Background: an optimization exercise with open tools, aiming at small area, a short achievable clock period and few clock cycles per item. Do not read the settings as production practice. Where RTL was checked, it was by simulation tests only, not by an equivalence proof against the original.

red:
## mult
module mult(
      input  reset,
      input  clk,
      input  [31:0] a_in,
      input  [31:0] b_in,
      input  start,
      output logic [63:0] product,
      output logic done);
Size in the first run: about 920 cells after synthesis.
export LEC_CHECK = 0
export CAP_MARGIN = 20
export CORE_MARGIN = 2
export CORE_UTILIZATION = 40
export PLACE_DENSITY = 0.6
export SLEW_MARGIN = 20
create_clock -name core_clock -period 4.0 [get_ports {clk}]
standard.sh (not shown) runs the stock make flow with config.mk's settings and CLKGATE_MAP_FILE= SYNTH_SCRIPT=/design/flow/synth_recipe.tcl, a recipe that flattens the netlist after the stock synthesis.
==> flow/flow/run.sh <==
#!/bin/bash
export SYNTH_ARGS="-noabc"
export BUFFER_PORTS_ARGS="-buffer_cell sky130_fd_sc_hd__buf_1"
bash standard.sh > standard.log 2>&1
Testbench counts of red, summed over its fixed seeds: cycles 6,000, items 1,200.
--- input diff red..blue ---
--- a/flow/design.v
+++ b/flow/design.v
@@ -1,27 +1,29 @@
 module mult(
       input  reset,
       input  clk,
       input  [31:0] a_in,
       input  [31:0] b_in,
       input  start,
       output logic [63:0] product,
       output logic done);
-  logic busy;
+  logic busy;                
+  logic selb;                
   logic [2:0] cnt;
-  logic [31:0] sw, cw;       
-  logic [6:0] ls, lc;       
+  logic [31:0] sw, cw;     
+  logic [6:0] ls, lc;     
   logic [27:0] l;          
-  wire [6:0] bsel = busy ? l[6:0] : b_in[6:0];
-  wire [31:0] ws = busy ? sw : 32'd0;
-  wire [31:0] wc = busy ? cw : 32'd0;
+  wire [6:0] bsel = selb ? l[6:0] : b_in[6:0];
+  wire [31:0] ws = sw & {32{busy}};
+  wire [31:0] wc = cw & {32{busy}};
+  wire [7:0] lres = ls + lc;
   wire cyi = busy & lres[7];   
   wire [31:0] pp0 = a_in & {32{bsel[0]}};
   wire [31:0] pp1 = a_in & {32{bsel[1]}};
   wire [31:0] pp2 = a_in & {32{bsel[2]}};
   wire [31:0] pp3 = a_in & {32{bsel[3]}};
   wire [31:0] pp4 = a_in & {32{bsel[4]}};
   wire [31:0] pp5 = a_in & {32{bsel[5]}};
   wire [31:0] pp6 = a_in & {32{bsel[6]}};
   wire s1 = wc[4] ^ ws[4];
   wire c2 = wc[4] & ws[4];
   wire s3 = wc[5] ^ ws[5] ^ pp0[5];
@@ -466,40 +468,43 @@
   wire c442 = (s293 & c366) | (s293 & s367) | (c366 & s367);
   wire s443 = c294 ^ s369 ^ c368;
   wire c444 = (c294 & s369) | (c294 & c368) | (s369 & c368);
   wire s445 = c298 ^ s371 ^ c370;
   wire c446 = (c298 & s371) | (c298 & c370) | (s371 & c370);
   wire s447 = c300 ^ s373 ^ c372;
   wire c448 = (c300 & s373) | (c300 & c372) | (s373 & c372);
   wire s449 = pp6[31] ^ c374;
   wire c450 = pp6[31] & c374;
   wire [38:0] r0 = {c450, s449, s447, s445, c442, c440, c438, c436, c434, c432, c430, c428, c426, c424, c422, c420, c418, c416, c414, c412, c410, c408, c406, c404, c402, c400, c398, c396, c394, c392, c390, c388, c386, c384, c382, c380, c378, c376, pp0[0]};
   wire [38:0] r1 = {1'b0, c448, c446, c444, s443, s441, s439, s437, s435, s433, s431, s429, s427, s425, s423, s421, s419, s417, s415, s413, s411, s409, s407, s405, s403, s401, s399, s397, s395, s393, s391, s389, s387, s385, s383, s381, s379, s377, s375};
-  wire [7:0] lres = ls + lc;
   always_ff @(posedge clk, posedge reset) begin
     if (reset) begin
       busy <= 1'b0;
       done <= 1'b0;
       cnt <= '0;
     end else if (start || busy) begin
       if (cnt == 3'd4) begin
         busy <= 1'b0;
         done <= 1'b1;
         cnt <= '0;
       end else begin
         busy <= 1'b1;
         done <= 1'b0;
         cnt <= cnt + 1'b1;
       end
     end
   end
+  always_ff @(posedge clk, posedge reset) begin
+    if (reset) selb <= 1'b0;
+    else selb <= (start || busy) && cnt != 3'd4;
+  end
   always_ff @(posedge clk) begin
     if (start || busy) begin
       sw <= r0[38:7];
       cw <= r1[38:7];
       ls <= r0[6:0];
       lc <= r1[6:0];
       l <= busy ? {lres[6:0], l[27:7]} : {3'd0, b_in[31:7]};
     end
   end
   assign product[27:0] = l;
   wire [35:0] ox = {sw[28:0], ls};
Notes after the runs:
Between red and blue, post-placement cell area is higher for blue, red comes in under that. | detailed-route wire length on metal 1 | lower: red |. [compare] base=red new=blue: measured slew at the worst slew-check pin higher; gate count after technology mapping roughly the same; share of synthesized area occupied by flip-flops and latches roughly the same; fmax lower. Total of clock buffers placed in the layout: blue vs red identical. Taking red as the reference point, the adder-cell share of the synthesized area of blue falls by 0.16 points. Diff red and blue: number of non-filler instances in the completed layout higher in blue. In the reports for red and blue, the smaller final-layout non-clock buffer area share belongs to red. Total wire length after detailed routing across red and blue: no real change.
Testbench counts of blue, summed over its fixed seeds: cycles 6,000, items 1,200.

========
## JK
Another version of the RTL of mult (not shown whole).
Size: roughly 110 flip-flops, ~130 I/O pins, ~13000 µm² of cells after synthesis.
export LEC_CHECK = 0
export CAP_MARGIN = 20
export CORE_MARGIN = 2
export CORE_UTILIZATION = 40
export PLACE_DENSITY = 0.6
export SLEW_MARGIN = 20
create_clock -name core_clock -period 4.0 [get_ports {clk}]
==> flow/flow/run.sh <==
#!/bin/bash
# The standard layout (standard.sh) with these changes to its synthesis:
#  - Yosys's early "abc -fast" is skipped (SYNTH_ARGS=-noabc), so extract_fa
#    sees the carry-save tree as the RTL writes it;
#  - port buffers use the smallest buffer (the resizer upsizes where needed).
# Registers, their names and the flatten/rename steps are those of synth_recipe.tcl.
set -euo pipefail
HERE=$(pwd)
export SYNTH_ARGS="-noabc"
export BUFFER_PORTS_ARGS="-buffer_cell sky130_fd_sc_hd__buf_1"
sed 's|^\( *\)extract_fa {\*}\[dont_use_extract_fa_args\]$|\1extract_fa {*}[dont_use_extract_fa_args] * w:og* w:op* %u o:product %u %ci1 %d|' \
  "$FLOW_HOME/scripts/synth.tcl" > synth_x.tcl
grep -q 'o:product %u %ci1 %d' synth_x.tcl
sed -i 's|^\( *\)log_cmd abc {\*}\$abc_args$|\1log_cmd abc {*}$lib_args {*}$lib_dont_use_args -script {+strash;dch;map,-D,600;buffer;upsize,-D,600;dnsize,-D,600} o:product %ci*:-sky130_fd_sc_hd__edfxtp_1\n\1log_cmd abc {*}$abc_args|' synth_x.tcl
grep -q -- '-script {+strash;dch;map,-D,600;buffer;upsize,-D,600;dnsize,-D,600} o:product' synth_x.tcl
sed "s|source \$::env(SCRIPTS_DIR)/synth.tcl|source $HERE/synth_x.tcl|" synth_recipe.tcl > synth_recipe_x.tcl
grep -q "source $HERE/synth_x.tcl" synth_recipe_x.tcl
sed "s|SYNTH_SCRIPT=[^ ]*|SYNTH_SCRIPT=$HERE/synth_recipe_x.tcl|" standard.sh > standard_x.sh
bash standard_x.sh synth > synth.log 2>&1
bash standard.sh > standard.log 2>&1
What MS does differently from JK at the input level:
--- a/flow/design.v
+++ b/flow/design.v
@@ -10,25 +10,23 @@
   logic selb;                
   logic [2:0] cnt;
   logic [31:0] sw, cw;     
   logic [6:0] ls, lc;     
   logic [27:0] l;          
   wire [6:0] bsel = selb ? l[6:0] : b_in[6:0];
-  logic selc;                
-  wire [6:0] bselc = selc ? l[6:0] : b_in[6:0];
   wire [31:0] ws = sw & {32{busy}};
   wire [31:0] wc = cw & {32{busy}};
   wire [7:0] lres = ls + lc;
   wire cyi = busy & lres[7];   
-  wire [31:0] pp0 = a_in & {{16{bselc[0]}}, {16{bsel[0]}}};
-  wire [31:0] pp1 = a_in & {{16{bselc[1]}}, {16{bsel[1]}}};
-  wire [31:0] pp2 = a_in & {{16{bselc[2]}}, {16{bsel[2]}}};
-  wire [31:0] pp3 = a_in & {{16{bselc[3]}}, {16{bsel[3]}}};
-  wire [31:0] pp4 = a_in & {{16{bselc[4]}}, {16{bsel[4]}}};
-  wire [31:0] pp5 = a_in & {{16{bselc[5]}}, {16{bsel[5]}}};
-  wire [31:0] pp6 = a_in & {{16{bselc[6]}}, {16{bsel[6]}}};
+  wire [31:0] pp0 = a_in & {32{bsel[0]}};
+  wire [31:0] pp1 = a_in & {32{bsel[1]}};
+  wire [31:0] pp2 = a_in & {32{bsel[2]}};
+  wire [31:0] pp3 = a_in & {32{bsel[3]}};
+  wire [31:0] pp4 = a_in & {32{bsel[4]}};
+  wire [31:0] pp5 = a_in & {32{bsel[5]}};
+  wire [31:0] pp6 = a_in & {32{bsel[6]}};
   wire s1 = wc[4] ^ ws[4];
   wire c2 = wc[4] & ws[4];
   wire s3 = wc[5] ^ ws[5] ^ pp0[5];
   wire c4 = (wc[5] & ws[5]) | (wc[5] & pp0[5]) | (ws[5] & pp0[5]);
   wire s5 = pp1[4] ^ pp2[3];
   wire c6 = pp1[4] & pp2[3];
@@ -496,16 +494,12 @@
     end
   end
   always_ff @(posedge clk, posedge reset) begin
     if (reset) selb <= 1'b0;
     else selb <= (start || busy) && cnt != 3'd4;
   end
-  always_ff @(posedge clk, posedge reset) begin
-    if (reset) selc <= 1'b0;
-    else selc <= busy ? cnt != 3'd4 : start;
-  end
   always_ff @(posedge clk) begin
     if (start || busy) begin
       sw <= r0[38:7];
       cw <= r1[38:7];
       ls <= r0[6:0];
       lc <= r1[6:0];
==> notes.md <==
MS vs. JK: final area fell by 0.86%, worst setup slack after layout rose by 0.039 ns, routed length on met3 rose by about 11%, remaining max-slew budget at the tightest pin rose by 0.34 points. Number of placement rows came out exactly the same in JK and MS. On die area: between JK and MS, it ends up higher for JK. [MS vs JK] post-synthesis adder-cell area fraction: higher in MS. Global-route usage: MS > JK. Final critical delay including setup and external delays for MS: 0.039 ns down relative to JK.
Testbench counts of MS, summed over its fixed seeds: cycles 6,000, items 1,200.
No functional check of the RTL was part of JK.

[afterwards: timing with drivers on the ports]
No port has a modelled driver above. Below, the same layouts with a new extraction and two added sets of constraints.
Step 1: set_driving_cell puts a clkbuf_16 on clk and a buf_2 on each other input, an assumption about the parent block.
Step 2 adds t to the input delays and takes it off the output delays; t is the mean of the earliest and latest rising clock arrival at the registers after step 1. Input paths then give back, and output paths get back, about the clock's delay inside the block.
Slacks: no drivers / after step 1 / after step 2; pairs: no drivers / after step 1.
| run | shift t [ns] | slack for setup (ns) | worst setup path at the end |
|---|---|---|---|
| red | 0.410 | 0.081 / 0.031 / 0.343 | input to register |
| blue | 0.412 | 0.056 / 0.006 / 0.374 | input to register |
| JK | 0.401 | 0.472 / 0.452 / 0.278 | input to register |
| MS | 0.413 | 0.511 / 0.511 / 0.251 | input to register |
After both steps every run listed still meets setup and hold. For MS, which loses most, drivers alone change the setup slack by 0.000 ns; drivers and shift together by -0.260 ns.
